This design comes from an exercise in tuning for a short achievable clock period and few clock cycles on the open sky130 flow, not from production work. The RTL was checked by simulation tests, not by an equivalence proof against the original design. The flow treats the clock pin as an ideal source, which a real chip does not have. Power figures rest on the tool's default switching activity, not on a simulated workload.

Setup of main:
==> flow/design.v (excerpt) <==
module ARMcore_top(
    input wire CLK,
    input wire Reset,  
    output wire [31:0] PC,
    input wire [31:0] Instr,
    output wire [31:0] DataAddr,
    output wire [31:0] WriteData,
    output wire MemWrite,
    input wire [31:0] ReadData
  );
==> flow/config.mk <==
export PLATFORM = sky130hd
export DESIGN_NAME = ARMcore_top
export DESIGN_NICKNAME = ARMcore_top
export VERILOG_FILES = /design/flow/design.v
export SDC_FILE = /design/flow/constraint.sdc
export NUM_CORES = 4
export LEC_CHECK = 0
export ABC_CLOCK_PERIOD_IN_PS = 5000
export CAP_MARGIN = 20
export CORE_MARGIN = 2
export CORE_UTILIZATION = 40
export SLEW_MARGIN = 20
==> flow/constraint.sdc <==
create_clock -name core_clock -period 28.0 [get_ports {CLK}]
set_input_delay 5.6000 -clock core_clock [delete_from_list [all_inputs] [get_ports {CLK}]]
set_output_delay 5.6000 -clock core_clock [all_outputs]
set_load 0.01 [all_outputs]
standard.sh (not shown) runs the stock make flow with config.mk's settings and CLKGATE_MAP_FILE= SYNTH_SCRIPT=/design/flow/synth_recipe.tcl, a recipe that flattens the netlist after the stock synthesis.
==> flow/flow/run.sh <==
#!/bin/bash
# Standard synthesis, then the standard layout steps with timing repair
# aiming for extra setup slack (the SDC is the design's, unchanged), and
# after CTS the clock root split in 4 (flow/split_root.tcl).
set -euo pipefail
export FLOW_CLOCK_PORT=CLK
EXTRA="SETUP_SLACK_MARGIN=${MARGIN:-21.5} MATCH_CELL_FOOTPRINT=0 TNS_END_PERCENT=100 POST_CTS_TCL=$PWD/flow/split_root.tcl"
bash standard.sh synth > synth.log 2>&1
bash standard.sh $EXTRA finish > layout.log 2>&1
Other scripts of this flow, unchanged in this note and not shown: flow/flow/split_root.tcl
main: full flow OK, the timing, design-rule and antenna checks passed
Testbench counts of main, summed over its fixed seeds: cycles 9,887.
Modified inputs, the feature branch compared to main
--- a/flow/design.v
+++ b/flow/design.v
@@ -1736,15 +1736,15 @@
   reg [31:0] pcF;           
   reg        eValid;        
   reg [31:0] IR;
   reg [15:0] selN, selM, selD;  
   reg [31:0] pc8E;          
   reg [31:0] pc4E;          
   reg [BI+BT+1:2] pcE;      
-  localparam BI = 6;
+  localparam BI = 5;
   localparam BT = 2;
   localparam TB = 8;
   localparam BN = 1 << BI;
   reg [BN-1:0] btbValid;
   reg [BT*BN-1:0] btbTag;
   reg [TB*BN-1:0] btbTgt;
   reg        rstQ;          
Notes after the runs:
- The run with more setup slack is the feature branch; main has less.
- Sequential share of cell area was lower in the run labelled the feature branch.
- Logic gate share of total power in the feature branch is 4.0 points higher than in main
- Power: the feature branch draws less than main
- The feature branch has fewer flip-flops than main.
- Compared to main, the routing of the feature branch uses less wire.
- Cell area after layout of the feature branch falls short of that of main by more than 10%.
- Post-synthesis sequential element count: the feature branch and main compared, higher one is main
- Max ratio of final minimum period to clock period across the feature branch and main: main
- Any difference in data required time at the worst endpoint between the feature branch and main is small enough to ignore.
Testbench counts of the feature branch, summed over its fixed seeds: cycles 9,931.

--- another note on this design; it stands on its own ---

Setup of build 38:
Design ARMcore_top, start of the top module:
module ARMcore_top(
    input wire CLK,
    input wire Reset,  
    output wire [31:0] PC,
    input wire [31:0] Instr,
    output wire [31:0] DataAddr,
    output wire [31:0] WriteData,
    output wire MemWrite,
    input wire [31:0] ReadData
  );
Settings: LEC_CHECK=0, ABC_CLOCK_PERIOD_IN_PS=5000, CAP_MARGIN=20, CORE_MARGIN=2, CORE_UTILIZATION=50, SLEW_MARGIN=20; clock period 28.0 ns.
standard.sh (not shown) runs the stock make flow with config.mk's settings and CLKGATE_MAP_FILE= SYNTH_SCRIPT=/design/flow/synth_recipe.tcl, a recipe that flattens the netlist after the stock synthesis.
==> flow/flow/run.sh <==
#!/bin/bash
# Standard synthesis, then the standard layout steps with timing repair
# aiming for extra setup slack (the SDC is the design's, unchanged), and
# after CTS the clock root split in 4 (flow/split_root.tcl).
set -euo pipefail
export FLOW_CLOCK_PORT=CLK
EXTRA="SETUP_SLACK_MARGIN=${MARGIN:-21.5} MATCH_CELL_FOOTPRINT=0 TNS_END_PERCENT=100 POST_CTS_TCL=$PWD/flow/split_root.tcl"
bash standard.sh synth > synth.log 2>&1
bash standard.sh $EXTRA finish > layout.log 2>&1
Other scripts of this flow, unchanged in this note and not shown: flow/flow/split_root.tcl
Build 38 finished every step from synthesis to the final layout, and the layout passed the timing, design-rule and antenna checks.
Testbench counts of build 38, summed over its fixed seeds: cycles 9,931.
Setup changes, build 38 to trial 77
- CORE_UTILIZATION: 50 -> 58
## What came out
Against build 38, trial 77 comes in 510 sq um lower on total cell area at the placement stage. Trial 77 vs build 38: final cell area excluding filler cells down slightly. Between build 38 and trial 77, sequential share of layout area is higher for trial 77, build 38 comes in under that. Against build 38, leakage component of the power in trial 77 fell slightly. Higher global-route usage among build 38 and trial 77: trial 77. Trial 77 ended with less core area than build 38. Reported for build 38 and trial 77, synthesized cell count turned out identical to the last digit. Wire length shrinks by a few percent when moving from build 38 to trial 77. Trial 77 vs. build 38: final cell count went down by 2.8%. Multi-input combinational area share: lower on build 38.

[port drivers added, routing unchanged]
No port has a modelled driver above. Below, the same layouts with a new extraction and two added sets of constraints.
Step 1 (the two cells are an assumption about what drives the block):
set clk [get_ports {CLK}]
set_driving_cell -lib_cell sky130_fd_sc_hd__clkbuf_16 $clk
set_driving_cell -lib_cell sky130_fd_sc_hd__buf_2 [delete_from_list [all_inputs] $clk]
Step 2 moves the port delays by t, midway between the first and last clock arrival at a register: inputs arrive t later, outputs are due t later. That takes back most of the time a late clock gives input paths.
Three values: no drivers, after step 1, after step 2; two values: the first two.
run | t, ns | slack for setup (ns) | worst data-port slew with drivers (ns)
main | 0.831 | 21.205 / 20.994 / 20.776 | 0.07
the feature branch | 0.770 | 21.351 / 21.162 / 20.886 | 0.07
build 38 | 0.783 | 21.327 / 21.133 / 20.851 | 0.07
trial 77 | 0.773 | 21.328 / 21.134 / 20.924 | 0.26
After both steps every run listed still meets setup and hold. The setup slack of build 38, which loses most, moves by -0.194 ns with the drivers and by -0.476 ns with both steps.
